This is an optimization exercise on Yosys and OpenROAD, whose aim is small area, not a production implementation. Where RTL was checked, it was by simulation tests only, not by an equivalence proof against the original. The RTL of runs 1, 5 and 6 was laid out without a check of its function. Power and IR drop assume default switching activity.

`flow/design.v`:
```
module clk_gen
  #(
    parameter clk_freq = 50000000
  )
  (
  input clk,
  input rst,
  input [16:0] baud,
  output reg tx_clk,
  output reg rx_clk
);
  reg [13:0] tx_count;
  reg [9:0]  rx_count;
  reg tx_w, rx_w;
  reg [13:0] tx_lim;
  reg [9:0]  rx_lim;
  always @(*) begin
    case(baud)
      4800    : begin tx_lim = clk_freq/4800 - 1;  rx_lim = clk_freq/(4800*16) - 1;  end
      14400   : begin tx_lim = clk_freq/14400 - 1; rx_lim = clk_freq/(14400*16) - 1; end
      19200   : begin tx_lim = clk_freq/19200 - 1; rx_lim = clk_freq/(19200*16) - 1; end
      38400   : begin tx_lim = clk_freq/38400 - 1; rx_lim = clk_freq/(38400*16) - 1; end
      57600   : begin tx_lim = clk_freq/57600 - 1; rx_lim = clk_freq/(57600*16) - 1; end
      default : begin tx_lim = clk_freq/9600 - 1;  rx_lim = clk_freq/(9600*16) - 1;  end
    endcase
  end
  always @(posedge clk or posedge rst) begin
    if(rst) begin
      tx_count <= 0;
      tx_w <= 1'b0;
      tx_clk <= 1'b0;
      rx_count <= 0;
      rx_w <= 1'b0;
      rx_clk <= 1'b0;
    end
    else begin
      tx_clk <= tx_w;
      tx_w <= !tx_w && (tx_count >= tx_lim);
      tx_count <= tx_w ? 14'd0 : tx_count + 14'd1;
      rx_clk <= rx_w;
      rx_w <= !rx_w && (rx_count >= rx_lim);
      rx_count <= rx_w ? 10'd0 : rx_count + 10'd1;
    end
  end
endmodule
module uart_tx(
  input clk,
  input tx_clk,
  input tx_start,
  input rst,
  input [7:0] tx_data,
  input [3:0] length,
  input parity_type,
  input parity_en,
  input stop2,
  output reg tx,
  output tx_done,
  output tx_err
);
  localparam [3:0] idle            = 4'b0000,
                   start_bit       = 4'b0001,
                   send_parity     = 4'b0010,
                   send_first_stop = 4'b0011,
                   send_sec_stop   = 4'b0100,
                   done            = 4'b0101,
                   send_data       = 4'b1000;
  reg [7:0] tx_reg;
  reg parity_bit;
  reg [3:0] state;
  reg [3:0] next_state;
  wire [2:0] last = {1'b1, length[1:0] - 2'd1};
  always@(posedge clk) begin
    if(tx_clk)
      parity_bit <= ~parity_type ^ (^tx_data[4:0]) ^ (tx_data[5] & (length[1:0] != 2'b01))
                    ^ (tx_data[6] & (length[1] ~^ length[0])) ^ (tx_data[7] & (length[1:0] == 2'b00));
  end
  always@(posedge clk or posedge rst)begin
    if(rst)
      state <= idle;
    else if(tx_clk)
      state <= next_state;
  end
  always@(posedge clk) begin
    if(tx_clk && state == start_bit)
      tx_reg <= tx_data;
  end
  always @(*) begin
    tx = 1'b1;
    if (state[3]) begin
      tx = tx_reg[state[2:0]];
      if (state[2:0] < last)
        next_state = state + 4'd1;
      else if (parity_en)
        next_state = send_parity;
      else
        next_state = send_first_stop;
    end
    else begin
      case (state)
        idle            : next_state = tx_start ? start_bit : idle;
        start_bit       : begin tx = 1'b0; next_state = send_data; end
        send_parity     : begin tx = parity_bit; next_state = send_first_stop; end
        send_first_stop : next_state = stop2 ? send_sec_stop : done;
        send_sec_stop   : next_state = done;
        default         : next_state = idle;
      endcase
    end
  end
  assign tx_done = (state == done);
  assign tx_err  = 1'b0;
endmodule
module uart_rx (
  input clk,
  input rx_clk,
  input rx_start,
  input rst,
  input rx,
  input [3:0] length,
  input parity_type,
  input parity_en,
  input stop2,
  output reg [7:0] rx_out,
  output rx_done,
  output reg rx_error
);
  localparam [2:0] idle             = 3'd0,
                   start_bit        = 3'd1,
                   recv_data        = 3'd2,
                   check_parity     = 3'd3,
                   check_first_stop = 3'd4,
                   check_sec_stop   = 3'd5,
                   done             = 3'd6;
  reg [7:0] datard;
  reg [3:0] count;
  reg [4:0] bit_count;
  reg [2:0] state;
  reg rx_par;
  wire [4:0] last = {2'b00, 1'b1, length[1:0] - 2'd1};
  wire [7:0] mask = {length[1:0] == 2'b00, length[1] ~^ length[0], length[1:0] != 2'b01, 5'b11111};
  always @(posedge clk or posedge rst) begin
    if(rst) begin
      state <= idle;
      rx_error <= 1'b0;
      rx_out <= 8'd0;
    end
    else if(rx_clk) begin
      case(state)
        idle : begin
          rx_error <= 1'b0;
          if(rx_start && !rx)
            state <= start_bit;
        end
        start_bit : begin
          if(count == 7 && rx) begin
            state <= idle;
            rx_error <= 1'b1;
          end
          else if(count == 15)
            state <= recv_data;
        end
        recv_data : begin
          if (count == 15 && bit_count == last) begin
            rx_out <= datard & mask;
            if(parity_en)
              state <= check_parity;
            else
              state <= check_first_stop;
          end
        end
        check_parity : begin
          if(count == 7)
            rx_error <= rx ^ rx_par ^ ~parity_type;
          else if(count == 15)
            state <= check_first_stop;
        end
        check_first_stop : begin
          if(count == 7)
            rx_error <= !rx;
          else if (count == 15) begin
            rx_error <= 1'b0;
            if(stop2)
              state <= check_sec_stop;
            else
              state <= done;
          end
        end
        check_sec_stop : begin
          if(count == 7)
            rx_error <= !rx;
          else if (count == 15) begin
            rx_error <= 1'b0;
            state <= done;
          end
        end
        done : begin
          rx_error <= 1'b0;
          state <= idle;
        end
        default : state <= idle;
      endcase
    end
  end
  assign rx_done = (state == done);
  always @(posedge clk) begin
    if(rx_clk && state == recv_data && count == 7) begin
      datard[bit_count[2:0]] <= rx;
      rx_par <= (bit_count[2:0] == 3'd0) ? rx : rx_par ^ rx;
    end
  end
  always @(posedge clk) begin
    if(rx_clk) begin
      if (state == idle) begin
        count <= 0;
        bit_count <= 0;
      end
      else begin
        count <= count + 4'd1;
        if (state == recv_data && count == 15)
          bit_count <= bit_count + 5'd1;
      end
    end
  end
endmodule
module uart_top #(
  parameter clk_freq = 50000000
  )
  (
  input clk,
  input rst,
  input tx_start,
  input rx_start,
  input [7:0] tx_data,
  input [16:0] baud,
  input [3:0] length,
  input parity_type,
  input parity_en,
  input stop2,
  output tx_done,
  output rx_done,
  output tx_err,
  output rx_err,
  output [7:0] rx_out
);
  wire tx_clk;
  wire rx_clk;
  wire tx_rx;
  clk_gen #(
    .clk_freq(clk_freq)
  ) clk_dut (
    .clk(clk),
    .rst(rst),
    .baud(baud),
    .tx_clk(tx_clk),
    .rx_clk(rx_clk)
  );
  uart_tx tx_dut (
    .clk        (clk),
    .tx_clk     (tx_clk),
    .tx_start   (tx_start),
    .rst        (rst),
    .tx_data    (tx_data),
    .length     (length),
    .parity_type(parity_type),
    .parity_en  (parity_en),
    .stop2      (stop2),
    .tx         (tx_rx),
    .tx_done    (tx_done),
    .tx_err     (tx_err)
  );
  uart_rx rx_dut(
    .clk        (clk),
    .rx_clk     (rx_clk),
    .rx_start   (rx_start),
    .rst        (rst),
    .rx_out     (rx_out),
    .length     (length),
    .parity_type(parity_type),
    .parity_en  (parity_en),
    .stop2      (stop2),
    .rx         (tx_rx),
    .rx_done    (rx_done),
    .rx_error   (rx_err)
  );
endmodule
```
`flow/run.sh`:
```
#!/bin/bash
# synth_recipe.tcl (not shown) runs the flow's synth.tcl, then flattens the netlist and writes it again
# the make line also repeats each setting of config.mk as NAME=value (left out here)
make -C /OpenROAD-flow-scripts/flow DESIGN_CONFIG=/design/flow/config.mk WORK_HOME=/design/flow/orfs CLKGATE_MAP_FILE= SYNTH_SCRIPT=/design/flow/synth_recipe.tcl finish
```
`flow/config.mk`:
```
export PLATFORM = sky130hd
export DESIGN_NAME = uart_top
export DESIGN_NICKNAME = uart_top
export VERILOG_FILES = /design/flow/design.v
export SDC_FILE = /design/flow/constraint.sdc
export NUM_CORES = 4
export LEC_CHECK = 0
export CAP_MARGIN = 20
export CORE_MARGIN = 2
export CORE_UTILIZATION = 40
export SLEW_MARGIN = 20
```
`flow/constraint.sdc`:
```
create_clock -name core_clock -period 20.0 [get_ports {clk}]
set_input_delay 4.0000 -clock core_clock [delete_from_list [all_inputs] [get_ports {clk}]]
set_output_delay 4.0000 -clock core_clock [all_outputs]
set_load 0.01 [all_outputs]
```
==> flow_summary_export.csv, run 1 <==
group,metric,value,unit
synth,synth_ff_type,"dfrtp_1",
clock_network,htree_levels,3,
synth,syn_area_per_cell,10.16,µm²
timing,timing.fmax,142.6,MHz
setup_path,rrSetupSlack,17480,ps
clock_network,cts-root-buf,"clkbuf_8",
timing,setup_viol,0,
place,gp_congestion,0.7817,
layout,diodes,0,
pwr,ir_drop,0.02822,mV
min_path,holdPathStages,1,
clock_network,path_clk_slew,80,ps
synth,yosysTopAreaCell,"dfrtp_1",
routing,wl,9012,µm
synth,synth-edff-count,27,
global_route,overflow,0,
synth,yosysMostFrequentCell,"nor2_1",
die,fp.dieW,109.1,µm
routing,num_vias,3245,
global_route,antenna_found_initial,0,
setup_path,crit_fanout,5,
synth,synthesis.nets,510,
routing,dr.pass1.iters,5,
synth,synth-seq-cells,71,
place,dp_hpwl,6568,µm
pwr,leakagePower,2.189,nW
die,initial_core_util,40.97,%
job,maxCapViolCount,0,
layout,reg_top3,"clk_dut.tx_count x14, clk_dut.rx_count x10",
clock_network,cts_sinks,71,
pwr,powerDensity,56.59,nW/µm²
layout,drive_above_1_share,7.453,%
clock_network,clockBufferDepth,2,
clock_network,cts_tree,"done",
layout,final_util,47.96,%
status,status,"complete, no violations",
synth,synth_common_cells,"nor2_1, dfrtp_1, ha_1",
die,rows,38,
setup_path,crit_path_end_kind,"flop",
clock_network,worstSkewPairLatency,370,ps
routing,ant_nets,0,
die,dieHeight,109.1,µm
min_path,worstHoldStart,"clk_dut.rx_count[0]",
timing,relSlewSlack,46.61,%
synth,synthArstFlopShare,61.97,%
min_path,hold_path_class,"reg -> reg",
synth,synth_cells,435,
timing,worst_slew_pin_slew,799.9,ps
global_route,grt_max_degree,45,
die,ios,48,
setup_path,critPathKind,"in -> reg",
timing,setup-tns-final,0,ps
global_route,grt_pass1_wl,15370,µm
synth,yosys-top-cells-area,"dfrtp_1, edfxtp_1, ha_1",
timing,fin_crit_sh,35.06,%
min_path,holdPathEnd,"clk_dut.rx_count[0]",
setup_path,rr_worst_depth,6,
routing,wl_per_cell,14.47,µm
routing,drtIter0Drc,145,
setup_path,start_kind,"input pin",
synth,yosysWarnings,3,
setup_path,r2r_start,"rx_dut.bit_count[0]",
layout,syn_to_final_growth,17.06,%
timing,clock_skew,11.99,ps
routing,drc,0,
setup_path,r2r_end,"rx_dut.datard[4]",
clock_network,cts_resized,0,
timing,period_minus_slack,7013,ps
clock_network,cts_setup_buffers,0,
setup_path,cp.required,20270,ps
die,core_area,10790,µm²
global_route,gr-usage-all-layers,16.79,%
synth,synth.distinct_cells,56,
timing,finalHoldViolCount,0,
layout,stdcell_count,623,
die,dieArea,11910,µm²
global_route,grt_pass1_vias,3126,
place,io_buffers,44,
routing,viasPerCell,5.209,
setup_path,arrival,7290,ps
layout,largest_reg_flops,14,
layout,regMostFlops,"clk_dut.tx_count",
place,placedCellCount,607,
clock_network,holdBufCountCts,0,
synth,netlist_area,4422,µm²
clock_network,numCtsBuffers,9,
timing,rsz0062_at_grt,"no",
synth,synth_top_area_share,24.90,%
timing,slew_viol_final,0,
synth,ys_seq_area_share,43.24,%
layout,layout.nets,553,
-- worst max-delay path by stage --
stage / start / end / slack [ps]
after CTS: baud[12] / clk_dut.tx_w / 12980
after global routing: baud[12] / clk_dut.tx_w / 12650
after global placement: baud[12] / clk_dut.tx_w / 12720
after floorplan: baud[8] / clk_dut.tx_w / 13450
final: baud[12] / clk_dut.tx_w / 12990
after detailed placement: baud[12] / clk_dut.tx_w / 12680
-- routing by layer --
metal  routed length, µm  global-route usage, %  share of wire [%]
met1                4271                  22.41                 47
met2                4164                  26.22                 46
met3                 400                  4.005                4.4
met4                 175                  6.685                1.9
met5                   0                      0                  0
-- critical path, cell delays in order --
cell             delay [ps]
clkdlybuf4s50_1         470
or3b_2                  460
nor4b_1                 360
nor2b_1                 180
and3_1                  210
nor2_1                  120
a32oi_1                 310
ha_1                    180
nand3_1                 120
o41ai_1                 450
o2111ai_1               180
a211oi_1                240
-- layout by cell type, fill, tap and decap left out, types with 3 or more instances in the layout --
cell	instances
nand4_1	8
and4_1	3
clkdlybuf4s50_1	44
nor4bb_1	3
mux2_2	7
nand2b_1	13
mux2i_1	3
xnor2_1	18
nand2_1	24
a22o_1	3
nor4b_1	3
nor2_1	49
clkbuf_8	9
dfrtp_1	44
a21oi_1	15
nand3_1	18
xor2_1	20
inv_1	22
o21a_1	3
ha_1	39
nor2b_1	9
and3_1	9
o21ai_0	28
mux2_4	4
edfxtp_1	27
o41ai_1	3
nor3_1	5
a21o_1	4
-- power breakdown --
group	switching, mW	total [mW]	leakage [nW]	internal (mW)
registers	0.000000446	0.151	0.812	0.151
clock network	0.0595	0.126	0.110	0.0660
logic	0.00724	0.0167	1.27	0.00944
-- area by class of cell --
class	instances	area, µm²
fillers	1001	5617
flip-flops and latches	71	1912
clock inverters	5	60.06
clock buffers	11	152.6
well taps	140	175.2
multi-input cells	326	2330
repair buffers	46	455.4
inverters	24	91.34
-- stage by stage --
step	setup WS, ps	total power, mW	hold slack (ps)	cell area (µm²)
after floorplan	13450	0.1613	372.8	4422
after global placement	12720	0.1705	459.7	4962
after detailed placement	12680	0.1706	466.2	4962
after CTS	12980	0.2954	477.9	5175
after global routing	12650	0.3055	501.7	5176
final	12990	0.2929	469.5	5176
-- cell families after synthesis --
| kind of cell | synth area share (%) |
|---|---|
| DFF | 43.24 |
| buffers and inverters | 4.074 |
| AOI/OAI and AO/OA | 11.97 |
| xor gates and xnor gates | 7.527 |
| adders and majority gates | 11.04 |
| muxes | 4.075 |
| other | 0.08481 |
| and+or+nand+nor | 18.00 |
==> run 2, diff against run 1 <==
--- a/flow/design.v
+++ b/flow/design.v
@@ -9,37 +9,71 @@
   output reg tx_clk,
   output reg rx_clk
 );
-  reg [13:0] tx_count;
-  reg [9:0]  rx_count;
+  localparam [8:0] TX_R0 = 9'b000000000, TX_R1 = 9'b000000001, TX_RLAST = 9'b010110110;
+  localparam [4:0] RX_R0 = 5'b00000, RX_R1 = 5'b00001, RX_R2 = 5'b00011, RX_RLAST = 5'b10011;
+  reg [8:0] tx_r;
+  reg [4:0] tx_q;
+  reg [4:0] rx_r;
+  reg [4:0] rx_q;
   reg tx_w, rx_w;
-  reg [13:0] tx_lim;
-  reg [9:0]  rx_lim;
-  always @(*) begin
-    case(baud)
-      4800    : begin tx_lim = clk_freq/4800 - 1;  rx_lim = clk_freq/(4800*16) - 1;  end
-      14400   : begin tx_lim = clk_freq/14400 - 1; rx_lim = clk_freq/(14400*16) - 1; end
-      19200   : begin tx_lim = clk_freq/19200 - 1; rx_lim = clk_freq/(19200*16) - 1; end
-      38400   : begin tx_lim = clk_freq/38400 - 1; rx_lim = clk_freq/(38400*16) - 1; end
-      57600   : begin tx_lim = clk_freq/57600 - 1; rx_lim = clk_freq/(57600*16) - 1; end
-      default : begin tx_lim = clk_freq/9600 - 1;  rx_lim = clk_freq/(9600*16) - 1;  end
-    endcase
-  end
+  wire b4800  = (baud == 17'd4800);
+  wire b14400 = (baud == 17'd14400);
+  wire b19200 = (baud == 17'd19200);
+  wire b38400 = (baud == 17'd38400);
+  wire b57600 = (baud == 17'd57600);
+  wire b9600  = !(b4800 | b14400 | b19200 | b38400 | b57600);
+  wire tx_ge = (b4800  & (tx_q >= 5'd24))
+             | (b9600  & (tx_q >= 5'd12))
+             | (b14400 & (tx_q >= 5'd8))
+             | (b19200 & (tx_q >= 5'd6))
+             | (b38400 & (tx_q >= 5'd3))
+             | (b57600 & (tx_q >= 5'd2));
+  wire rx_r_ge1 = (rx_r != RX_R0);
+  wire rx_r_ge3 = (rx_r != RX_R0) && (rx_r != RX_R1) && (rx_r != RX_R2);
+  wire rx_ge = (b4800  & ((rx_q > 5'd24) | ((rx_q == 5'd24) & rx_r_ge3)))
+             | (b9600  & ((rx_q > 5'd12) | ((rx_q == 5'd12) & rx_r_ge1)))
+             | (b14400 & ((rx_q > 5'd8)  | ((rx_q == 5'd8)  & rx_r_ge1)))
+             | (b19200 & (rx_q >= 5'd6))
+             | (b38400 & (rx_q >= 5'd3))
+             | (b57600 & (rx_q >= 5'd2));
+  wire tx_wrap = (tx_r == TX_RLAST);
+  wire rx_wrap = (rx_r == RX_RLAST);
   always @(posedge clk or posedge rst) begin
     if(rst) begin
-      tx_count <= 0;
+      tx_r <= TX_R1;
+      tx_q <= 5'd0;
       tx_w <= 1'b0;
       tx_clk <= 1'b0;
-      rx_count <= 0;
+      rx_r <= RX_R1;
+      rx_q <= 5'd0;
       rx_w <= 1'b0;
       rx_clk <= 1'b0;
     end
     else begin
       tx_clk <= tx_w;
-      tx_w <= !tx_w && (tx_count >= tx_lim);
-      tx_count <= tx_w ? 14'd0 : tx_count + 14'd1;
+      tx_w <= !tx_w && tx_ge;
+      if (tx_w) begin
+        tx_r <= TX_R1;
+        tx_q <= 5'd0;
+      end
+      else if (tx_wrap) begin
+        tx_r <= TX_R0;
+        tx_q <= tx_q + 5'd1;
+      end
+      else
+        tx_r <= {tx_r[7:0], tx_r[8] ~^ tx_r[4]};
       rx_clk <= rx_w;
-      rx_w <= !rx_w && (rx_count >= rx_lim);
-      rx_count <= rx_w ? 10'd0 : rx_count + 10'd1;
+      rx_w <= !rx_w && rx_ge;
+      if (rx_w) begin
+        rx_r <= RX_R1;
+        rx_q <= 5'd0;
+      end
+      else if (rx_wrap) begin
+        rx_r <= RX_R0;
+        rx_q <= rx_q + 5'd1;
+      end
+      else
+        rx_r <= {rx_r[3:0], rx_r[4] ~^ rx_r[2]};
     end
   end
 endmodule
--- a/flow/config.mk
+++ b/flow/config.mk
@@ -8,4 +8,5 @@
 export CAP_MARGIN = 20
 export CORE_MARGIN = 2
 export CORE_UTILIZATION = 40
+export CTS_BUF_LIST = sky130_fd_sc_hd__clkbuf_4 sky130_fd_sc_hd__clkbuf_8
 export SLEW_MARGIN = 20
==> run 2 against run 1 <==
Sequential cell count unchanged. Utilization up 0.85 points. Still clean. Sequential power hardly changed. Largest cell class unchanged. Cell area shrank 8.7%. Power is 2.7% lower. Clock power fell by 9.5%. Register-to-register slack got worse by 90 ps. Setup slack gained 450 ps. Sequential share of layout area rose by 3.6 points.
==> flow_summary_export.csv, run 2 <==
group,metric,value,unit
setup_path,r2r_start,"rx_dut.count[0]",
synth,synth_common_cells,"dfrtp_1, nor2_1, nand2_1",
global_route,grt_pass1_wl,13700,µm
routing,drc,0,
clock_network,cts_tree,"done",
setup_path,arrival,6790,ps
die,initial_core_util,40.99,%
clock_network,path_clk_slew,80,ps
setup_path,start_kind,"input pin",
global_route,overflow,0,
synth,yosysMostFrequentCell,"dfrtp_1",
die,core_area,9684,µm²
pwr,leakagePower,1.841,nW
die,ios,48,
pwr,powerDensity,60.30,nW/µm²
timing,finalHoldViolCount,0,
place,io_buffers,44,
die,rows,36,
timing,clock_skew,14.40,ps
clock_network,htree_levels,3,
timing,worst_slew_pin_slew,881.8,ps
timing,rsz0062_at_grt,"no",
synth,synth-edff-count,27,
global_route,grt_max_degree,45,
status,status,"complete, no violations",
layout,diodes,0,
job,maxCapViolCount,0,
setup_path,rrSetupSlack,17390,ps
synth,yosysWarnings,3,
routing,dr.pass1.iters,4,
synth,synth-seq-cells,71,
die,dieArea,10740,µm²
layout,multiInputGateArea,1939,µm²
clock_network,cts_resized,0,
place,dp_hpwl,5613,µm
setup_path,critPathKind,"in -> reg",
synth,ys_seq_area_share,48.22,%
routing,drtIter0Drc,117,
global_route,grt_pass1_vias,2923,
clock_network,cts_sinks,71,
timing,setup-tns-final,0,ps
setup_path,crit_path_end_kind,"flop",
synth,synthArstFlopShare,61.97,%
global_route,gr-usage-all-layers,15.62,%
min_path,hold_path_class,"reg -> reg",
routing,wl,7715,µm
setup_path,r2r_end,"rx_dut.rx_out[1]",
timing,period_minus_slack,6566,ps
setup_path,critPathLaunch,"length[0]",
layout,layout.nets,486,
layout,mostFrequentLayoutCells,"clkdlybuf4s50_1, dfrtp_1, nor2_1",
setup_path,critical_path.endpoint,"rx_dut.rx_out[1]",
layout,drive_above_1_share,7.763,%
timing,fin_crit_sh,32.83,%
clock_network,cts_setup_buffers,0,
synth,synth_top_area_share,26.47,%
place,pre_cts_slack,13070,ps
synth,synth_cells,390,
clock_network,numCtsBuffers,9,
clock_network,clockBufferDepth,2,
timing,worst_slack,13430,ps
synth,synth_ff_type,"dfrtp_1",
timing,setup_viol,0,
routing,ant_nets,0,
synth,syn_area_per_cell,10.18,µm²
synth,yosys-top-cells-area,"dfrtp_1, edfxtp_1, ha_1",
clock_network,holdBufCountCts,0,
layout,final_common_cell,"clkdlybuf4s50_1",
layout,largest_reg_flops,9,
synth,yosysTopAreaCell,"dfrtp_1",
synth,synthesis.nets,443,
synth,synth.distinct_cells,60,
timing,timing.fmax,152.3,MHz
setup_path,cp.required,20230,ps
clock_network,worstSkewPairLatency,350,ps
timing,relSlewSlack,40.76,%
routing,viasPerCell,5.142,
layout,regMostFlops,"clk_dut.tx_r",
die,fp.dieW,103.6,µm
layout,num-fill-cells,925,
clock_network,cts-root-buf,"clkbuf_8",
timing,slew_viol_final,0,
routing,num_vias,2936,
synth,netlist_area,3970,µm²
die,dieHeight,103.6,µm
setup_path,rr_worst_depth,6,
routing,wl_per_cell,13.51,µm
layout,ff_latch_area,1914,µm²
place,gp_congestion,0.8274,
setup_path,crit_fanout,11,
global_route,antenna_found_initial,0,
layout,syn_to_final_growth,19.07,%
pwr,ir_drop,0.02540,mV
==> run 2: cell types whose count changed after synthesis, sizes merged, moves of 7 or more <==
cell / delta
inv: -9
and3: -7
nor2: -14
nor3: +7
xor2: -7
ha: -22
==> run 2: layer usage <==
| metal | share of wire, % | track usage, % |
|---|---|---|
| met1 | 47 | 19.75 |
| met2 | 48 | 25.73 |
| met3 | 3.6 | 3.965 |
| met4 | 1.3 | 6.178 |
| met5 | 0 | 0 |
==> run 2: cells by family (layout without fill, tap and decap cells) <==
family,Yosys count,count (layout),share of synthesized area [%]
AND/OR/NAND/NOR,161,161,22.06
AO/OA/AOI/OAI,71,71,11.57
flip-flops,71,71,48.22
buffers and inverters,29,77,3.057
XOR/XNOR,27,27,5.957
adder cells (fa/ha/maj),17,17,5.358
multiplexers,13,13,3.687
other,1,1,0.09446
==> run 2: worst min path at each step <==
stage | from | end | slack, ps | depth (start not counted)
2_1_floorplan | clk_dut.tx_w | clk_dut.tx_clk | 350 | 0
3_3_place_gp | clk_dut.tx_r[5] | clk_dut.tx_r[6] | 450 | 1
3_5_place_dp | clk_dut.tx_r[5] | clk_dut.tx_r[6] | 470 | 1
4_1_cts | clk_dut.tx_r[1] | clk_dut.tx_r[2] | 490 | 1
5_1_grt | clk_dut.tx_r[5] | clk_dut.tx_r[6] | 510 | 1
6_report | clk_dut.tx_r[1] | clk_dut.tx_r[2] | 480 | 1
==> run 2: final cells by class <==
| cell class | instances | share of cell area [%] |
|---|---|---|
| Sequential cell | 71 | 40.50 |
| Clock inverter | 7 | 1.509 |
| Multi-Input combinational cell | 290 | 41.03 |
| Timing Repair Buffer | 46 | 9.635 |
| Inverter | 15 | 1.191 |
| Tap cell | 133 | 3.520 |
| Clock buffer | 9 | 2.620 |
==> run 2: power breakdown <==
group | total [mW] | internal [mW] | switching [mW]
Sequential | 0.152 | 0.151 | 0.000752
Clock | 0.114 | 0.0578 | 0.0562
Combinational | 0.0192 | 0.0109 | 0.00837
Total | 0.285 | 0.220 | 0.0653
==> run 2: stage by stage <==
stage / power (mW) / std cells / instance area [µm²] / hold WS (ps) / util, %
floorplan: 0.1639 / 390 / 3970 / 351.9 / -
global placement: 0.1741 / 555 / 4527 / 452.1 / 46.74
detailed placement: 0.1741 / 555 / 4527 / 468.7 / 46.74
CTS: 0.2890 / 571 / 4722 / 487.8 / 48.76
global route: 0.2974 / 571 / 4727 / 510.6 / 48.81
finish: 0.2850 / 571 / 4727 / 482.1 / 48.81
==> run 2: critical path, stage by stage <==
cell and delay [ps]:
clkdlybuf4s50_1 590, inv_1 70, ha_1 370, xnor2_1 140, or3_1 310, nor4_1 450, nand2b_1 430, mux2_1 420
==> run 3, diff against run 2 <==
--- a/flow/config.mk
+++ b/flow/config.mk
@@ -8,5 +8,4 @@
 export CAP_MARGIN = 20
 export CORE_MARGIN = 2
 export CORE_UTILIZATION = 40
-export CTS_BUF_LIST = sky130_fd_sc_hd__clkbuf_4 sky130_fd_sc_hd__clkbuf_8
 export SLEW_MARGIN = 20
==> run 3 against run 2 <==
Still clean. Clock power about the same. Area after synthesis is the same. Utilization unchanged. Sequential power about the same. Register-to-register slack hardly changed. First-iteration DRC count unchanged. Count of clock-buffer cells in the layout unchanged. Power did not move. Final cell count unchanged. Cell area stayed put. Via count is the same. Critical path type unchanged. Largest power group unchanged. Highest routed layer unchanged.
==> flow_summary_export.csv, run 3 <==
group,metric,value,unit
layout,final_common_cell,"clkdlybuf4s50_1",
routing,num_vias,2936,
synth,synthesis.nets,443,
global_route,grt_pass1_wl,13700,µm
die,dieHeight,103.6,µm
status,status,"complete, no violations",
pwr,powerDensity,60.30,nW/µm²
place,io_buffers,44,
timing,finalHoldViolCount,0,
pwr,netSwitchingPower,0.06528,mW
synth,synth_cells,390,
setup_path,cp.required,20230,ps
clock_network,cts_setup_buffers,0,
die,initial_core_util,40.99,%
synth,yosysTopAreaCell,"dfrtp_1",
routing,wl,7715,µm
pwr,leakagePower,1.841,nW
setup_path,rrSetupSlack,17390,ps
clock_network,worstSkewPairLatency,350,ps
timing,timing.fmax,152.3,MHz
pwr,p_clk_share,40.0,%
job,maxCapViolCount,0,
clock_network,htree_levels,3,
synth,synth_common_cells,"dfrtp_1, nor2_1, nand2_1",
die,ios,48,
clock_network,cts_tree,"done",
setup_path,r2r_start,"rx_dut.count[0]",
routing,dr.pass1.iters,4,
synth,yosysWarnings,3,
routing,drtIter0Drc,117,
place,dp_hpwl,5613,µm
pwr,pwr-share-seq,53.3,%
layout,mostFrequentLayoutCells,"clkdlybuf4s50_1, dfrtp_1, nor2_1",
timing,setup-tns-final,0,ps
timing,clock_skew,14.40,ps
die,core_area,9684,µm²
synth,synth_top_area_share,26.47,%
pwr,switching_share,22.90,%
timing,period_minus_slack,6566,ps
setup_path,arrival,6790,ps
global_route,overflow,0,
layout,syn_to_final_growth,19.07,%
clock_network,path_clk_slew,80,ps
clock_network,holdBufCountCts,0,
layout,largest_reg_flops,9,
synth,synth_ff_type,"dfrtp_1",
global_route,gr-usage-all-layers,15.62,%
setup_path,r2r_end,"rx_dut.rx_out[1]",
layout,diodes,0,
pwr,ir_drop,0.02540,mV
min_path,hold_path_class,"reg -> reg",
routing,ant_nets,0,
pwr,internal_power,0.2197,mW
routing,viasPerCell,5.142,
timing,worst_slew_pin_slew,881.8,ps
clock_network,clockBufferDepth,2,
global_route,grt_pass1_vias,2923,
setup_path,start_kind,"input pin",
die,rows,36,
timing,relSlewSlack,40.76,%
synth,yosys-top-cells-area,"dfrtp_1, edfxtp_1, ha_1",
layout,regMostFlops,"clk_dut.tx_r",
setup_path,critPathLaunch,"length[0]",
pwr,combPwrFrac,6.8,%
clock_network,cts-root-buf,"clkbuf_8",
setup_path,crit_fanout,11,
die,dieArea,10740,µm²
synth,synthArstFlopShare,61.97,%
timing,holdWs,482.1,ps
synth,synth.distinct_cells,60,
routing,drc,0,
clock_network,cts_sinks,71,
setup_path,critPathKind,"in -> reg",
place,gp_congestion,0.8274,
layout,num-fill-cells,925,
synth,yosysMostFrequentCell,"dfrtp_1",
setup_path,rr_worst_depth,6,
routing,wl_per_cell,13.51,µm
synth,syn_area_per_cell,10.18,µm²
global_route,antenna_found_initial,0,
timing,rsz0062_at_grt,"no",
clock_network,numCtsBuffers,9,
timing,setup_viol,0,
setup_path,crit_path_end_kind,"flop",
setup_path,critical_path.endpoint,"rx_dut.rx_out[1]",
timing,slew_viol_final,0,
die,fp.dieW,103.6,µm
synth,synth-seq-cells,71,
layout,drive_above_1_share,7.763,%
synth,synth-edff-count,27,
global_route,grt_max_degree,45,
layout,final_util,48.81,%
synth,ys_seq_area_share,48.22,%
layout,layout.nets,486,
timing,fin_crit_sh,32.83,%
synth,netlist_area,3970,µm²
clock_network,cts_resized,0,
==> run 3: cell counts in the layout (fill, tap and decap cells not counted) <==
Identical to the previous run, type by type.
==> run 3: worst max-delay path: stages <==
cell and delay, ps:
clkdlybuf4s50_1 590, inv_1 70, ha_1 370, xnor2_1 140, or3_1 310, nor4_1 450
nand2b_1 430, mux2_1 420
==> run 3: metrics by stage <==
step / instance area (µm²) / power, mW / std cells / worst slack, ps
3_3_place_gp: 4527 / 0.1741 / 555 / 13030
3_5_place_dp: 4527 / 0.1741 / 555 / 13070
6_report: 4727 / 0.2850 / 571 / 13430
4_1_cts: 4722 / 0.2890 / 571 / 13450
5_1_grt: 4727 / 0.2974 / 571 / 13320
2_1_floorplan: 3970 / 0.1639 / 390 / 14180
==> run 3: how the worst min path moves through the flow <==
stage	from	end	slack [ps]	cells after the start
2_1_floorplan	clk_dut.tx_w	clk_dut.tx_clk	350	0
6_report	clk_dut.tx_r[1]	clk_dut.tx_r[2]	480	1
4_1_cts	clk_dut.tx_r[1]	clk_dut.tx_r[2]	490	1
5_1_grt	clk_dut.tx_r[5]	clk_dut.tx_r[6]	510	1
3_3_place_gp	clk_dut.tx_r[5]	clk_dut.tx_r[6]	450	1
3_5_place_dp	clk_dut.tx_r[5]	clk_dut.tx_r[6]	470	1
==> run 3: kinds of logic after synthesis <==
kind of cell / after synthesis / share of synthesized area [%]
and+or+nand+nor: 161 / 22.06
AOI/OAI and AO/OA: 71 / 11.57
DFF: 71 / 48.22
buffers and inverters: 29 / 3.057
xor gates and xnor gates: 27 / 5.957
adders and majority gates: 17 / 5.358
muxes: 13 / 3.687
other: 1 / 0.09446
==> run 3: power by group through the flow <==
stage          Clock, mW  Combinational (mW)  Sequential, mW
6_report           0.114              0.0192           0.152
5_1_grt            0.124              0.0215           0.152
4_1_cts            0.118              0.0196           0.152
3_5_place_dp           0              0.0193           0.155
3_3_place_gp           0              0.0194           0.155
2_1_floorplan          0             0.00950           0.154
==> run 3: final cells by class <==
type / instances / area [µm²] / area share, %
Multi-Input combinational cell: 290 / 1939 / 41.03
Sequential cell: 71 / 1914 / 40.50
Timing Repair Buffer: 46 / 455.4 / 9.635
Tap cell: 133 / 166.4 / 3.520
Clock buffer: 9 / 123.9 / 2.620
Clock inverter: 7 / 71.32 / 1.509
Inverter: 15 / 56.30 / 1.191
==> run 3: metal layers <==
| metal | GRT usage [%] | share of wire (%) | routed length [µm] |
|---|---|---|---|
| met1 | 19.75 | 47 | 3657 |
| met3 | 3.965 | 3.6 | 276 |
| met4 | 6.178 | 1.3 | 102 |
| met2 | 25.73 | 48 | 3679 |
| met5 | 0 | 0 | 0 |
==> run 4, diff against run 3 <==
==> flow/flow/run.sh (new file) <==
#!/bin/bash
# Own layout flow: the standard synthesis, its combinational logic re-mapped
# for area (flip-flops kept as they are), then the standard ORFS steps with
# buf_1 port buffers and a clock tree without dummy loads.
# Every tool writes its full output to a log file of its own here.
set -euo pipefail
W=$(pwd)
R=$W/orfs/results/$FLOW_PLATFORM/uart_top/base
LIB=$FLOW_HOME/platforms/$FLOW_PLATFORM/lib/sky130_fd_sc_hd__tt_025C_1v80.lib

# 1. standard synthesis
bash standard.sh synth > $W/log_1_synth_std.log 2>&1

# 2. re-map the combinational logic for area
cp $R/1_2_yosys.v $W/synth_std.v
DU=$(grep -A40 '^export DONT_USE_CELLS' $FLOW_HOME/platforms/$FLOW_PLATFORM/config.mk | grep -o 'sky130_fd_sc_hd__[a-z0-9_]*' | tr '\n' ' ')
REMAP_IN=$W/synth_std.v REMAP_OUT=$W/synth_remap.v REMAP_LIB=$LIB \
  REMAP_ABC=$W/flow/area.abc REMAP_DONT_USE="$DU" \
  yosys -c $W/flow/remap.tcl > $W/log_2_remap.log 2>&1
cp $W/synth_remap.v $R/1_2_yosys.v
rm -f $R/1_synth.odb $R/1_synth.sdc
bash standard.sh synth > $W/log_3_synth_odb.log 2>&1

# 3. the rest of the standard flow
export BUFFER_PORTS_ARGS="-buffer_cell sky130_fd_sc_hd__buf_1"
export CTS_ARGS="-sink_clustering_enable -repair_clock_nets -dont_use_dummy_load"
bash standard.sh > $W/log_4_layout.log 2>&1
==> flow/flow/area.abc (new file) <==
strash
&get -n
&deepsyn -T 60
&put
dch
amap
topo
dnsize
==> flow/flow/remap.tcl (new file) <==
# Re-map the combinational logic of the standard synthesis netlist for area,
# keeping every flip-flop instance (its name and cell type) as it is.
# env: REMAP_IN, REMAP_OUT, REMAP_LIB, REMAP_ABC (abc script), REMAP_DONT_USE
yosys -import
set lib $::env(REMAP_LIB)
read_liberty -ignore_miss_func -ignore_miss_dir -ignore_miss_data_latch $lib
set fh [open $::env(REMAP_IN) r]
set txt [read $fh]
close $fh
# sequential cells stay as they are
set seq {}
foreach m [lsort -unique [regexp -all -inline {sky130_fd_sc_hd__(?:df|edf|sdf|sedf|dl)[a-z0-9]*_[0-9]+} $txt]] {
  lappend seq $m
  setattr -mod -set keep_hierarchy 1 $m
}
read_verilog -noautowire $::env(REMAP_IN)
hierarchy -top uart_top
flatten
opt_clean -purge
select -clear
set du {}
foreach c $::env(REMAP_DONT_USE) { lappend du -dont_use $c }
abc -script $::env(REMAP_ABC) -liberty $lib {*}$du uart_top
opt_clean -purge uart_top
setundef -zero
hilomap -singleton -hicell sky130_fd_sc_hd__conb_1 HI -locell sky130_fd_sc_hd__conb_1 LO uart_top
splitnets uart_top
opt_clean -purge uart_top
foreach m $seq { blackbox $m }
hierarchy -top uart_top
tee -o $::env(REMAP_OUT).stat stat -liberty $lib
write_verilog -noattr -nohex -nodec $::env(REMAP_OUT)
==> flow/standard.sh (new file) <==
#!/bin/bash
# synth_recipe.tcl (not shown) runs the flow's synth.tcl, then flattens the netlist and writes it again
# the make line also repeats each setting of config.mk as NAME=value (left out here)
make -C /OpenROAD-flow-scripts/flow DESIGN_CONFIG=/design/flow/config.mk WORK_HOME=/design/flow/orfs CLKGATE_MAP_FILE= SYNTH_SCRIPT=/design/flow/synth_recipe.tcl "${@:-finish}"
removed: flow/run.sh
==> run 4 against run 3 <==
Largest cell class is now registers. Routed wire length decreased by 11%. Non-clock buffer count is the same. Synthesized cell count is 7.7% lower. Power decreased by 13%. Fmax grew 4.4%. Clock power decreased by 25%. Count of clock-buffer cells in the layout unchanged. Critical path depth rose by 2. Utilization decreased by 2.2 points. Sequential cell count did not move.
==> flow_summary_export.csv, run 4 <==
group,metric,value,unit
global_route,antenna_found_initial,0,
place,pre_cts_slack,13290,ps
routing,ant_nets,0,
timing,rsz0062_at_grt,"no",
synth,yosysWarnings,3,
status,status,"complete, no violations",
routing,dr.pass1.iters,5,
die,rows,33,
place,gp_congestion,0.8068,
timing,finalHoldViolCount,0,
die,dieArea,9155,µm²
setup_path,crit_fanout,9,
place,dp_hpwl,5034,µm
timing,timing.fmax,159.0,MHz
job,maxCapViolCount,0,
pwr,netSwitchingPower,0.05252,mW
timing,setup-tns-final,0,ps
global_route,grt_pass1_vias,2511,
clock_network,htree_levels,3,
layout,largest_reg_flops,9,
min_path,holdPathEnd,"clk_dut.tx_q[4]",
place,place_area,3684,µm²
layout,diodes,0,
clock_network,cts_resized,0,
timing,period_minus_slack,6291,ps
routing,drtIter0Drc,101,
clock_network,cts-root-buf,"clkbuf_8",
setup_path,start_kind,"input pin",
layout,regMostFlops,"clk_dut.tx_r",
min_path,holdPathStages,1,
synth,synth_cells,360,
timing,relSlewSlack,44.26,%
clock_network,cts_tree,"done",
pwr,powerDensity,64.87,nW/µm²
layout,num-fill-cells,801,
clock_network,worstSkewPairLatency,340,ps
layout,stdcell_count,520,
routing,wl_per_cell,13.15,µm
setup_path,crit_path_end_kind,"flop",
place,io_buffers,44,
layout,drive_above_1_share,3.614,%
routing,wl,6837,µm
routing,num_vias,2706,
timing,slew_viol_final,0,
routing,viasPerCell,5.204,
die,ios,48,
clock_network,path_clk_slew,60,ps
setup_path,rrSetupSlack,17120,ps
synth,syn_area_per_cell,9.339,µm²
setup_path,critPathKind,"in -> reg",
timing,clock_skew,17.28,ps
global_route,grt_pass1_wl,11470,µm
die,fp.dieW,95.68,µm
setup_path,rr_worst_depth,7,
die,dieHeight,95.68,µm
die,initial_core_util,41.12,%
pwr,internal_power,0.1945,mW
layout,mostFrequentLayoutCells,"nor2_1, clkinv_1, buf_1",
synth,synthesis.nets,396,
timing,worst_slack,13710,ps
layout,multiInputGateArea,1274,µm²
pwr,power.total,0.2470,mW
pwr,p_clk_share,34.7,%
layout,syn_to_final_growth,13.25,%
global_route,overflow,0,
min_path,hold_path_class,"reg -> reg",
pwr,leakagePower,1.360,nW
clock_network,cts_sinks,71,
pwr,pwr-share-seq,61.2,%
setup_path,r2r_end,"rx_dut.rx_out[6]",
global_route,gr-usage-all-layers,16.46,%
min_path,worstHoldStart,"clk_dut.tx_q[4]",
clock_network,cts_setup_buffers,0,
layout,final_common_cell,"nor2_1",
pwr,switching_share,21.26,%
setup_path,cp.required,20220,ps
global_route,grt_max_degree,45,
timing,fin_crit_sh,31.45,%
clock_network,holdBufCountCts,0,
layout,final_area,3807,µm²
place,placedCellCount,511,
die,core_area,8175,µm²
setup_path,arrival,6510,ps
layout,layout.nets,453,
timing,holdWs,483.3,ps
setup_path,r2r_start,"rx_dut.bit_count[2]",
pwr,combPwrFrac,4.1,%
clock_network,clockBufferDepth,2,
pwr,ir_drop,0.03104,mV
clock_network,numCtsBuffers,9,
layout,final_util,46.57,%
routing,drc,0,
timing,worst_slew_pin_slew,831.5,ps
timing,setup_viol,0,
synth,netlist_area,3362,µm²
setup_path,critPathLaunch,"length[0]",
layout,ff_latch_area,1914,µm²
## run 4: how the worst max path moves through the flow
stage	to	slack, ps	depth (start not counted)
floorplan	rx_dut.rx_out[5]	14210	9
global placement	rx_dut.rx_out[7]	13300	10
detailed placement	rx_dut.rx_out[5]	13290	10
CTS	rx_dut.rx_out[6]	13640	10
global route	rx_dut.rx_out[6]	13280	10
finish	rx_dut.rx_out[6]	13710	10
## run 4: final cells by class
class	instances	area share, %
multi-input combinational	240	33.45
sequential	71	50.28
tap	105	3.451
clock buffer	9	3.253
inverter	49	4.831
timing repair buffer	46	4.732
## run 4: power by group through the flow
stage	clock network [mW]	registers [mW]	logic, mW
finish	0.0858	0.151	0.0101
global route	0.0948	0.151	0.0118
CTS	0.0898	0.151	0.0104
detailed placement	0	0.154	0.0104
global placement	0	0.154	0.0101
floorplan	0	0.154	0.00566
## run 4: worst max-delay path: stages
cell and delay, ps:
buf_1 140, clkinv_1 150, nor2_1 240, nor2_1 120, clkinv_1 60, o221ai_1 100, or3_1 340, nor2_1 570
clkinv_1 460, a32o_1 330
## run 4: routing by layer
metal / vias up / GRT usage [%] / share of wire (%)
met5: - / 0 / 0
met4: 0 / 5.357 / 1.2
met3: 10 / 5.217 / 5.6
li1: 1376 / - / -
met1: 1249 / 20.62 / 47
met2: 71 / 27.04 / 47
==> run 5, diff against run 4 <==
--- a/flow/design.v
+++ b/flow/design.v
@@ -159,99 +159,109 @@
 );
   localparam [2:0] idle             = 3'd0,
                    start_bit        = 3'd1,
-                   recv_data        = 3'd2,
                    check_parity     = 3'd3,
                    check_first_stop = 3'd4,
                    check_sec_stop   = 3'd5,
                    done             = 3'd6;
   reg [7:0] datard;
   reg [3:0] count;
-  reg [4:0] bit_count;
-  reg [2:0] state;
+  reg in_data;
+  reg [2:0] st;
+  reg [1:0] bc_hi;
   reg rx_par;
+  wire [4:0] bit_count = {bc_hi, st};
   wire [4:0] last = {2'b00, 1'b1, length[1:0] - 2'd1};
   wire [7:0] mask = {length[1:0] == 2'b00, length[1] ~^ length[0], length[1:0] != 2'b01, 5'b11111};
+  wire c7 = (count == 4'd7);
+  wire c15 = (count == 4'd15);
   always @(posedge clk or posedge rst) begin
     if(rst) begin
-      state <= idle;
+      in_data <= 1'b0;
+      st <= idle;
       rx_error <= 1'b0;
       rx_out <= 8'd0;
     end
     else if(rx_clk) begin
-      case(state)
-        idle : begin
-          rx_error <= 1'b0;
-          if(rx_start && !rx)
-            state <= start_bit;
-        end
-        start_bit : begin
-          if(count == 7 && rx) begin
-            state <= idle;
-            rx_error <= 1'b1;
-          end
-          else if(count == 15)
-            state <= recv_data;
-        end
-        recv_data : begin
-          if (count == 15 && bit_count == last) begin
+      if (in_data) begin
+        if (c15) begin
+          if (bit_count == last) begin
             rx_out <= datard & mask;
-            if(parity_en)
-              state <= check_parity;
-            else
-              state <= check_first_stop;
+            in_data <= 1'b0;
+            st <= parity_en ? check_parity : check_first_stop;
           end
+          else
+            st <= st + 3'd1;
         end
-        check_parity : begin
-          if(count == 7)
-            rx_error <= rx ^ rx_par ^ ~parity_type;
-          else if(count == 15)
-            state <= check_first_stop;
-        end
-        check_first_stop : begin
-          if(count == 7)
-            rx_error <= !rx;
-          else if (count == 15) begin
+      end
+      else begin
+        case(st)
+          idle : begin
             rx_error <= 1'b0;
-            if(stop2)
-              state <= check_sec_stop;
-            else
-              state <= done;
+            if(rx_start && !rx)
+              st <= start_bit;
           end
-        end
-        check_sec_stop : begin
-          if(count == 7)
-            rx_error <= !rx;
-          else if (count == 15) begin
+          start_bit : begin
+            if(c7 && rx) begin
+              st <= idle;
+              rx_error <= 1'b1;
+            end
+            else if(c15) begin
+              in_data <= 1'b1;
+              st <= 3'd0;
+            end
+          end
+          check_parity : begin
+            if(c7)
+              rx_error <= rx ^ rx_par ^ ~parity_type;
+            else if(c15)
+              st <= check_first_stop;
+          end
+          check_first_stop : begin
+            if(c7)
+              rx_error <= !rx;
+            else if (c15) begin
+              rx_error <= 1'b0;
+              st <= stop2 ? check_sec_stop : done;
+            end
+          end
+          check_sec_stop : begin
+            if(c7)
+              rx_error <= !rx;
+            else if (c15) begin
+              rx_error <= 1'b0;
+              st <= done;
+            end
+          end
+          done : begin
             rx_error <= 1'b0;
-            state <= done;
+            st <= idle;
           end
-        end
-        done : begin
-          rx_error <= 1'b0;
-          state <= idle;
-        end
-        default : state <= idle;
-      endcase
+          default : st <= idle;
+        endcase
+      end
+    end
+  end
+  assign rx_done = !in_data && (st == done);
+  always @(posedge clk) begin
+    if(rx_clk) begin
+      if (!in_data && st == start_bit)
+        bc_hi <= 2'd0;
+      else if (in_data && c15 && st == 3'd7)
+        bc_hi <= bc_hi + 2'd1;
     end
   end
-  assign rx_done = (state == done);
   always @(posedge clk) begin
-    if(rx_clk && state == recv_data && count == 7) begin
-      datard[bit_count[2:0]] <= rx;
-      rx_par <= (bit_count[2:0] == 3'd0) ? rx : rx_par ^ rx;
+    if(rx_clk && in_data && c7) begin
+      datard[st] <= rx;
+      rx_par <= (st == 3'd0) ? rx : rx_par ^ rx;
     end
   end
   always @(posedge clk) begin
     if(rx_clk) begin
-      if (state == idle) begin
+      if (!in_data && st == idle)
         count <= 0;
-        bit_count <= 0;
-      end
-      else begin
+      else
         count <= count + 4'd1;
-        if (state == recv_data && count == 15)
-          bit_count <= bit_count + 5'd1;
-      end
     end
   end
 endmodule
--- a/flow/flow/run.sh
+++ b/flow/flow/run.sh
@@ -23,5 +23,5 @@
 
 # 3. the rest of the standard flow
 export BUFFER_PORTS_ARGS="-buffer_cell sky130_fd_sc_hd__buf_1"
-export CTS_ARGS="-sink_clustering_enable -repair_clock_nets -dont_use_dummy_load"
+export CTS_ARGS="-sink_clustering_enable -repair_clock_nets -dont_use_dummy_load -buf_list sky130_fd_sc_hd__clkbuf_16 -sink_clustering_size 100 -sink_clustering_max_diameter 1000"
 bash standard.sh > $W/log_4_layout.log 2>&1
==> run 5 against run 4 <==
Sequential share of layout area down 1.7 points. Critical path depth rose by 1. Count of clock-buffer cells in the layout stayed put. Global-route usage increased by 0.50 points. Setup slack gained 120 ps. Clock power up 49%. Routed wire length shrank 0.35%. Critical path type unchanged. Critical endpoint is now clk_dut.tx_w.
==> flow_summary_export.csv, run 5 <==
group,metric,value,unit
timing,holdWs,480.5,ps
synth,yosysWarnings,3,
setup_path,crit_slowest_cell,"or4b_1",
die,initial_core_util,41.73,%
timing,setup_viol,0,
layout,regMostFlops,"clk_dut.tx_r",
layout,final_util,48.53,%
timing,rsz0062_at_grt,"no",
routing,viasPerCell,5.211,
setup_path,cp_cell_sequence,"buf_1, nor4_1, nand2_1, nand4b_1, or4b_1, nor3_1, o21ai_0, o21a_1, o32a_1, a21oi_1, nor2_1",
place,pre_cts_slack,13510,ps
pwr,netSwitchingPower,0.06139,mW
pwr,combPwrFrac,5.6,%
timing,timing.fmax,161.9,MHz
min_path,hold_path_class,"reg -> reg",
setup_path,crit_fanout,4,
job,maxCapViolCount,0,
routing,wl_per_cell,13.33,µm
die,dieArea,8926,µm²
setup_path,cp.required,20200,ps
global_route,gr-usage-all-layers,16.96,%
timing,fin_crit_sh,30.88,%
global_route,antenna_found_initial,0,
routing,drc,0,
pwr,p_clk_share,43.7,%
routing,wl_met3,277,µm
setup_path,critPathKind,"in -> reg",
status,status,"complete, no violations",
layout,ff_latch_area,1849,µm²
routing,top_layer,"met4",
pwr,switching_share,20.97,%
routing,dr_wl_met2,3135,µm
die,dieHeight,94.48,µm
die,rows,32,
timing,setup-tns-final,0,ps
timing,finalHoldViolCount,0,
place,dp_hpwl,4976,µm
die,fp.dieW,94.48,µm
pwr,power.total,0.2928,mW
timing,relSlewSlack,47.70,%
timing,worst_slack,13820,ps
layout,stdcell_count,511,
routing,num_vias,2663,
die,ios,48,
global_route,grt_max_degree,46,
place,gp_congestion,0.9112,
pwr,ir_drop,0.04288,mV
clock_network,cts_resized,0,
clock_network,cts_sinks,69,
clock_network,worstSkewPairLatency,330,ps
layout,final_common_cell,"nor2_1",
layout,final_area,3809,µm²
synth,synthesis.nets,390,
global_route,grt_pass1_wl,11680,µm
layout,largest_reg_flops,9,
layout,num-fill-cells,757,
pwr,pwr-share-seq,50.7,%
global_route,overflow,0,
routing,drtIter0Drc,103,
setup_path,start_kind,"input pin",
layout,syn_to_final_growth,16.32,%
global_route,grt_pass1_vias,2588,
clock_network,path_clk_slew,50,ps
timing,period_minus_slack,6176,ps
timing,clock_skew,17.61,ps
synth,syn_area_per_cell,9.250,µm²
clock_network,cts_setup_buffers,0,
place,placedCellCount,502,
timing,worst_slew_pin_slew,783.5,ps
layout,multiInputGateArea,1260,µm²
clock_network,numCtsBuffers,9,
layout,layout.nets,447,
timing,slew_viol_final,0,
routing,dr.pass1.iters,5,
die,core_area,7848,µm²
setup_path,slowest_delay,550,ps
place,place_area,3582,µm²
layout,diodes,0,
setup_path,arrival,6370,ps
place,io_buffers,44,
clock_network,cts-root-buf,"clkbuf_16",
clock_network,clockBufferDepth,2,
layout,mostFrequentLayoutCells,"nor2_1, buf_1, clkinv_1, dfrtp_1, nand2_1",
layout,drive_above_1_share,3.423,%
clock_network,holdBufCountCts,0,
routing,met1_length,3289,µm
synth,netlist_area,3274,µm²
routing,ant_nets,0,
pwr,internal_power,0.2314,mW
clock_network,cts_tree,"done",
pwr,powerDensity,76.88,nW/µm²
setup_path,cp_top_family,"simple AND/OR/NAND/NOR gates",
pwr,leakagePower,1.370,nW
setup_path,crit_path_end_kind,"flop",
routing,wl,6813,µm
synth,synth_cells,354,
setup_path,path_buf_inv,1,
clock_network,htree_levels,3,
-- run 5: power groups by stage --
stage | Clock, mW | Combinational (mW) | Sequential, mW
after detailed placement | 0 | 0.0165 | 0.151
final | 0.128 | 0.0164 | 0.148
after global routing | 0.137 | 0.0189 | 0.148
after CTS | 0.131 | 0.0166 | 0.148
after floorplan | 0 | 0.00949 | 0.151
after global placement | 0 | 0.0162 | 0.151
-- run 5: routing by layer --
layer / track usage [%] / up-vias
met3: 3.432 / 8
met1: 22.51 / 1225
met2: 26.67 / 60
met5: 0 / -
met4: 8.213 / 0
li1: - / 1370
-- run 5: path summary, 6_finish.rpt --
path	start	to	slack (ps)	cells past startpoint
worst max-delay path	baud[2]	clk_dut.tx_w	13820	11
worst min-delay path	clk_dut.rx_q[4]	clk_dut.rx_q[4]	480	1
worst max register to register	tx_dut.state[0]	rx_dut.st[1]	17100	15
worst min register to register	clk_dut.rx_q[4]	clk_dut.rx_q[4]	480	1
max in group asynchronous	rst	clk_dut.tx_q[0]	15740	2
min in group asynchronous	rst	rx_dut.rx_out[1]	3780	2
-- run 5: layout make-up --
cell class,count,area share (%)
Timing Repair Buffer,46,4.731
Sequential cell,69,48.55
Tap cell,102,3.351
Inverter,44,4.369
Clock buffer,9,5.913
Multi-Input combinational cell,241,33.08
==> run 6, diff against run 5 <==
--- a/flow/flow/run.sh
+++ b/flow/flow/run.sh
@@ -23,5 +23,5 @@
 
 # 3. the rest of the standard flow
 export BUFFER_PORTS_ARGS="-buffer_cell sky130_fd_sc_hd__buf_1"
-export CTS_ARGS="-sink_clustering_enable -repair_clock_nets -dont_use_dummy_load -buf_list sky130_fd_sc_hd__clkbuf_16 -sink_clustering_size 100 -sink_clustering_max_diameter 1000"
+export CTS_ARGS="-sink_clustering_enable -repair_clock_nets -dont_use_dummy_load"
 bash standard.sh > $W/log_4_layout.log 2>&1
==> run 6 against run 5 <==
Still clean on timing, DRC and antenna. Clock skew rose by 6.0 ps. Critical path depth is the same. Combinational power barely moved. Area after synthesis did not move. Global-route usage decreased by 0.33 points.
==> flow_summary_export.csv, run 6 <==
group,metric,value,unit
place,gp_congestion,0.9112,
clock_network,cts_tree,"done",
clock_network,htree_levels,3,
setup_path,rr_worst_depth,15,
setup_path,arrival,6370,ps
min_path,holdPathEnd,"clk_dut.tx_r[8]",
routing,num_vias,2665,
layout,largest_reg_flops,9,
status,status,"complete, no violations",
place,place_area,3582,µm²
clock_network,clockBufferDepth,2,
timing,relSlewSlack,46.82,%
job,maxCapViolCount,0,
layout,final_common_cell,"nor2_1",
global_route,antenna_found_initial,0,
routing,drtIter0Drc,98,
layout,stdcell_count,511,
min_path,hold_path_class,"reg -> reg",
place,placedCellCount,502,
global_route,gr-usage-all-layers,16.64,%
synth,syn_area_per_cell,9.250,µm²
synth,synth_cells,354,
clock_network,path_clk_slew,60,ps
layout,final_util,47.24,%
die,fp.dieW,94.48,µm
setup_path,r2r_start,"tx_dut.state[0]",
layout,syn_to_final_growth,13.22,%
min_path,holdPathStages,2,
timing,period_minus_slack,6165,ps
timing,fin_crit_sh,30.82,%
clock_network,cts_sinks,69,
timing,setup_viol,0,
die,ios,48,
setup_path,r2r_end,"rx_dut.st[1]",
timing,setup-tns-final,0,ps
die,rows,32,
setup_path,crit_slowest_cell,"or4b_1",
global_route,grt_max_degree,46,
setup_path,crit_fanout,4,
timing,worst_slew_pin_slew,796.7,ps
routing,wl_per_cell,13.16,µm
routing,wl,6725,µm
global_route,grt_pass1_wl,11620,µm
timing,clock_skew,23.64,ps
place,io_buffers,44,
setup_path,cp.required,20200,ps
routing,dr.pass1.iters,5,
place,dp_hpwl,4976,µm
min_path,worstHoldStart,"clk_dut.tx_r[7]",
timing,timing.fmax,162.2,MHz
setup_path,crit_path_end_kind,"flop",
layout,layout.nets,447,
timing,slew_viol_final,0,
clock_network,cts_resized,0,
layout,mostFrequentLayoutCells,"nor2_1, buf_1, clkinv_1, dfrtp_1, nand2_1",
routing,ant_nets,0,
setup_path,slowest_delay,550,ps
routing,viasPerCell,5.215,
layout,final_area,3707,µm²
layout,regMostFlops,"clk_dut.tx_r",
setup_path,cp_cell_sequence,"buf_1, nor4_1, nand2_1, nand4b_1, or4b_1, nor3_1, o21ai_0, o21a_1, o32a_1, a21oi_1, nor2_1",
synth,synthesis.nets,390,
global_route,overflow,0,
die,initial_core_util,41.73,%
clock_network,cts-root-buf,"clkbuf_8",
pwr,leakagePower,1.324,nW
synth,yosysWarnings,3,
die,dieHeight,94.48,µm
global_route,grt_pass1_vias,2590,
pwr,ir_drop,0.03182,mV
clock_network,numCtsBuffers,9,
clock_network,cts_setup_buffers,0,
layout,num-fill-cells,768,
clock_network,holdBufCountCts,0,
timing,finalHoldViolCount,0,
setup_path,rrSetupSlack,17090,ps
layout,diodes,0,
die,dieArea,8926,µm²
setup_path,start_kind,"input pin",
synth,netlist_area,3274,µm²
setup_path,critPathKind,"in -> reg",
routing,drc,0,
pwr,powerDensity,67.00,nW/µm²
die,core_area,7848,µm²
clock_network,worstSkewPairLatency,340,ps
timing,rsz0062_at_grt,"no",
layout,drive_above_1_share,3.423,%
run 6: cell count changes in the layout (fill, tap and decap cells not counted):
cell       delta
clkbuf_8      +9
clkbuf_16     -9
run 6: metrics by stage:
stage | hold WS [ps] | setup WS (ps) | power, mW
2_1_floorplan | 447.0 | 13640 | 0.1603
3_3_place_gp | 472.8 | 13550 | 0.1670
3_5_place_dp | 478.7 | 13510 | 0.1673
4_1_cts | 483.2 | 13860 | 0.2518
5_1_grt | 504.0 | 13650 | 0.2597
6_report | 480.8 | 13840 | 0.2484
run 6: how the worst max path moves through the flow:
stage	start	endpoint
6_report	baud[2]	clk_dut.tx_w
5_1_grt	baud[2]	clk_dut.tx_w
4_1_cts	baud[2]	clk_dut.tx_w
3_5_place_dp	baud[2]	clk_dut.tx_w
3_3_place_gp	baud[2]	clk_dut.tx_w
2_1_floorplan	length[1]	rx_dut.st[1]
run 6: cell type report:
cell class                      instances  area, µm²  share of cell area, %
Sequential cell                        69       1849                  49.88
Clock buffer                            9      123.9                  3.341
Inverter                               44      166.4                  4.489
Tap cell                              102      127.6                  3.442
Timing Repair Buffer                   46      180.2                  4.860
Multi-Input combinational cell        241       1260                  33.99
run 6: routing by layer:
metal | routed length, µm | track usage, % | vias to the layer above
li1 | - | - | 1367
met1 | 3235 | 22.50 | 1223
met2 | 3092 | 26.37 | 65
met3 | 295 | 3.272 | 10
met4 | 101 | 6.763 | 0
met5 | 0 | 0 | -
run 6: power breakdown:
group	switching (mW)	internal (mW)	total, mW	leakage (nW)
Sequential	0.000985	0.147	0.148	0.744
Clock	0.0438	0.0401	0.0839	0.0647
Combinational	0.0109	0.00545	0.0164	0.515
run 6: worst max-delay path: cells and delay by family:
kind / cells / cell delay [ps]
compound gates: 4 / 770
simple gates: 6 / 1520
buf+inv: 1 / 70
==> run 7, diff against run 6 <==
--- a/flow/design.v
+++ b/flow/design.v
@@ -87,27 +87,24 @@
   input parity_type,
   input parity_en,
   input stop2,
-  output reg tx,
+  output tx,
   output tx_done,
   output tx_err
 );
   localparam [3:0] idle            = 4'b0000,
                    start_bit       = 4'b0001,
-                   send_parity     = 4'b0010,
                    send_first_stop = 4'b0011,
                    send_sec_stop   = 4'b0100,
                    done            = 4'b0101,
+                   send_parity     = 4'b0110,
                    send_data       = 4'b1000;
   reg [7:0] tx_reg;
-  reg parity_bit;
   reg [3:0] state;
   reg [3:0] next_state;
   wire [2:0] last = {1'b1, length[1:0] - 2'd1};
-  always@(posedge clk) begin
-    if(tx_clk)
-      parity_bit <= ~parity_type ^ (^tx_data[4:0]) ^ (tx_data[5] & (length[1:0] != 2'b01))
+  wire data_end = state[3] && !(state[2:0] < last);
+  wire parity_bit = ~parity_type ^ (^tx_data[4:0]) ^ (tx_data[5] & (length[1:0] != 2'b01))
                     ^ (tx_data[6] & (length[1] ~^ length[0])) ^ (tx_data[7] & (length[1:0] == 2'b00));
-  end
   always@(posedge clk or posedge rst)begin
     if(rst)
       state <= idle;
@@ -115,14 +112,17 @@
       state <= next_state;
   end
   always@(posedge clk) begin
-    if(tx_clk && state == start_bit)
-      tx_reg <= tx_data;
+    if(tx_clk) begin
+      if (state == start_bit)
+        tx_reg <= tx_data;
+      else if (data_end)
+        tx_reg[6] <= parity_bit;
+    end
   end
+  assign tx = (state[3] || state == send_parity) ? tx_reg[state[2:0]] : (state != start_bit);
   always @(*) begin
-    tx = 1'b1;
     if (state[3]) begin
-      tx = tx_reg[state[2:0]];
-      if (state[2:0] < last)
+      if (!data_end)
         next_state = state + 4'd1;
       else if (parity_en)
         next_state = send_parity;
@@ -132,8 +132,8 @@
     else begin
       case (state)
         idle            : next_state = tx_start ? start_bit : idle;
-        start_bit       : begin tx = 1'b0; next_state = send_data; end
-        send_parity     : begin tx = parity_bit; next_state = send_first_stop; end
+        start_bit       : next_state = send_data;
+        send_parity     : next_state = send_first_stop;
         send_first_stop : next_state = stop2 ? send_sec_stop : done;
         send_sec_stop   : next_state = done;
         default         : next_state = idle;
==> run 7 against run 6 <==
Clock skew grew 3.4 ps. Clock power is essentially flat. Highest routed layer unchanged. Count of clock-buffer cells in the layout is the same. Register-to-register slack lost 250 ps. Synthesized cell count grew 2.8%. Final cell count grew 2.3%. Critical path type unchanged. Power shrank 2.9%.
==> flow_summary_export.csv, run 7 <==
group,metric,value,unit
layout,syn_to_final_growth,13.10,%
die,dieArea,8932,µm²
clock_network,holdBufCountCts,0,
place,dp_hpwl,5079,µm
clock_network,numCtsBuffers,9,
layout,layout.nets,456,
routing,num_vias,2678,
setup_path,arrival,6230,ps
die,ios,48,
routing,dr.pass1.iters,4,
place,gp_congestion,0.8238,
global_route,grt_pass1_wl,11480,µm
pwr,powerDensity,65.08,nW/µm²
setup_path,crit_fanout,4,
clock_network,cts_setup_buffers,0,
setup_path,start_kind,"input pin",
pwr,ir_drop,0.02552,mV
timing,clock_skew,26.99,ps
clock_network,worstSkewPairLatency,340,ps
timing,setup-tns-final,0,ps
status,status,"complete, no violations",
layout,regMostFlops,"clk_dut.tx_r",
layout,mostFrequentLayoutCells,"nor2_1, clkinv_1, buf_1",
pwr,power.total,0.2412,mW
routing,ant_nets,0,
job,maxCapViolCount,0,
timing,relSlewSlack,47.59,%
setup_path,critPathKind,"in -> reg",
global_route,gr-usage-all-layers,16.53,%
clock_network,path_clk_slew,70,ps
timing,setup_viol,0,
synth,netlist_area,3277,µm²
place,placedCellCount,514,
timing,holdWs,464.7,ps
setup_path,cp.required,20250,ps
global_route,grt_pass1_vias,2578,
routing,wl,6812,µm
synth,synthesis.nets,400,
clock_network,cts-root-buf,"clkbuf_8",
timing,slew_viol_final,0,
timing,period_minus_slack,5973,ps
die,rows,33,
timing,rsz0062_at_grt,"no",
die,core_area,8093,µm²
global_route,antenna_found_initial,0,
setup_path,crit_path_end_kind,"flop",
global_route,overflow,0,
clock_network,cts_sinks,68,
layout,diodes,0,
clock_network,cts_resized,0,
timing,finalHoldViolCount,0,
routing,drtIter0Drc,114,
routing,wl_per_cell,13.02,µm
clock_network,clockBufferDepth,2,
place,io_buffers,44,
timing,fin_crit_sh,29.87,%
die,initial_core_util,40.49,%
layout,final_area,3706,µm²
layout,num-fill-cells,843,
clock_network,cts_tree,"done",
timing,timing.fmax,167.4,MHz
place,place_area,3581,µm²
die,dieHeight,94.51,µm
setup_path,rrSetupSlack,16840,ps
global_route,grt_max_degree,46,
layout,drive_above_1_share,3.110,%
die,fp.dieW,94.51,µm
layout,stdcell_count,523,
layout,largest_reg_flops,9,
timing,worst_slew_pin_slew,785.2,ps
routing,viasPerCell,5.120,
layout,final_common_cell,"nor2_1",
pwr,leakagePower,1.350,nW
synth,synth_cells,364,
min_path,hold_path_class,"reg -> reg",
synth,yosysWarnings,3,
routing,drc,0,
clock_network,htree_levels,3,
synth,syn_area_per_cell,9.002,µm²
-- run 7: cell count changes in the layout (fill, tap and decap cells not counted), moves of 2 or more --
cell | previous run | this run
a22o_1 | 0 | 4
o22a_1 | 5 | 2
nor2_1 | 72 | 70
a22oi_1 | 0 | 2
clkinv_1 | 43 | 54
nand2_1 | 28 | 30
o221ai_1 | 0 | 5
a21oi_1 | 26 | 20
nor4_1 | 7 | 5
nand3_1 | 3 | 6
o21ai_0 | 15 | 22
nor2b_1 | 8 | 4
-- run 7: layer usage --
| layer | wire [µm] | track usage, % | vias to the layer above |
|---|---|---|---|
| met5 | 0 | 0 | - |
| met4 | 58 | 7.367 | 0 |
| met3 | 256 | 3.272 | 5 |
| met2 | 3215 | 26.67 | 47 |
| met1 | 3281 | 21.65 | 1240 |
| li1 | - | - | 1386 |
-- run 7: final timing paths --
path,from,to,cells past startpoint
worst max-delay path,baud[16],clk_dut.tx_w,12
min in group asynchronous,rst,tx_dut.state[3],2
worst max register to register,tx_dut.state[0],rx_dut.st[0],10
max in group asynchronous,rst,rx_dut.rx_error,2
worst min register to register,clk_dut.tx_r[0],clk_dut.tx_r[1],2
worst min-delay path,clk_dut.tx_r[0],clk_dut.tx_r[1],2
-- run 7: critical path, cell delays in order --
cell	delay, ps
buf_1	70
nor4_1	280
nand2_1	100
or3_1	360
nor4_1	590
clkinv_1	210
a21oi_1	160
a31oi_1	50
nor2_1	100
nor2_1	50
o22a_1	180
nor2_1	80
-- run 7: final cells by class --
type / instances / area, µm² / area share, %
clock buffer: 9 / 123.9 / 3.342
inverter: 55 / 207.7 / 5.604
multi-input combinational: 241 / 1251 / 33.76
sequential: 68 / 1819 / 49.09
tap: 105 / 131.4 / 3.545
timing repair buffer: 45 / 172.7 / 4.659
-- run 7: through the flow --
| step | setup WS [ps] | utilization [%] |
|---|---|---|
| floorplan | 14080 | - |
| global placement | 13750 | 44.25 |
| detailed placement | 13670 | 44.25 |
| CTS | 14040 | 45.78 |
| global route | 13790 | 45.79 |
| finish | 14030 | 45.79 |
-- run 7: report_power, final --
part / switching (mW) / internal, mW / total [mW]
clock network: 0.0437 / 0.0400 / 0.0837
logic: 0.00830 / 0.00431 / 0.0126
registers: 0.000731 / 0.144 / 0.145

[what the ideal ports hide]
The results above use ideal ports. As a check the final layouts listed here were re-extracted and re-timed, cells and wires unchanged.
Step 1: set_driving_cell puts a clkbuf_16 on clk and a buf_2 on each other input, an assumption about the parent block.
Step 2, shift: input delay + t, output delay - t, t = (earliest + latest rising clock arrival at the registers) / 2. This alone moves slack from input paths to output paths.
Three values: ideal, step 1, step 2; two values: the first two.
| run | t (ns) | setup WS [ns] | worst register clock-pin slew, ns |
|---|---|---|---|
| run 1 | 0.398 | 12.987 / 12.992 / 12.594 | 0.09 / 0.09 |
| run 2 | 0.373 | 13.434 / 13.435 / 13.062 | 0.09 / 0.09 |
| run 3 | 0.373 | 13.434 / 13.435 / 13.062 | 0.09 / 0.09 |
| run 4 | 0.362 | 13.709 / 13.703 / 13.341 | 0.08 / 0.08 |
| run 5 | 0.354 | 13.825 / 13.841 / 13.487 | 0.06 / 0.06 |
| run 6 | 0.354 | 13.835 / 13.843 / 13.489 | 0.08 / 0.08 |
| run 7 | 0.358 | 14.027 / 14.037 / 13.678 | 0.08 / 0.08 |
After both steps every run listed still meets setup and hold. The setup slack of run 1, which loses most, moves by +0.005 ns with the drivers and by -0.393 ns with both steps.
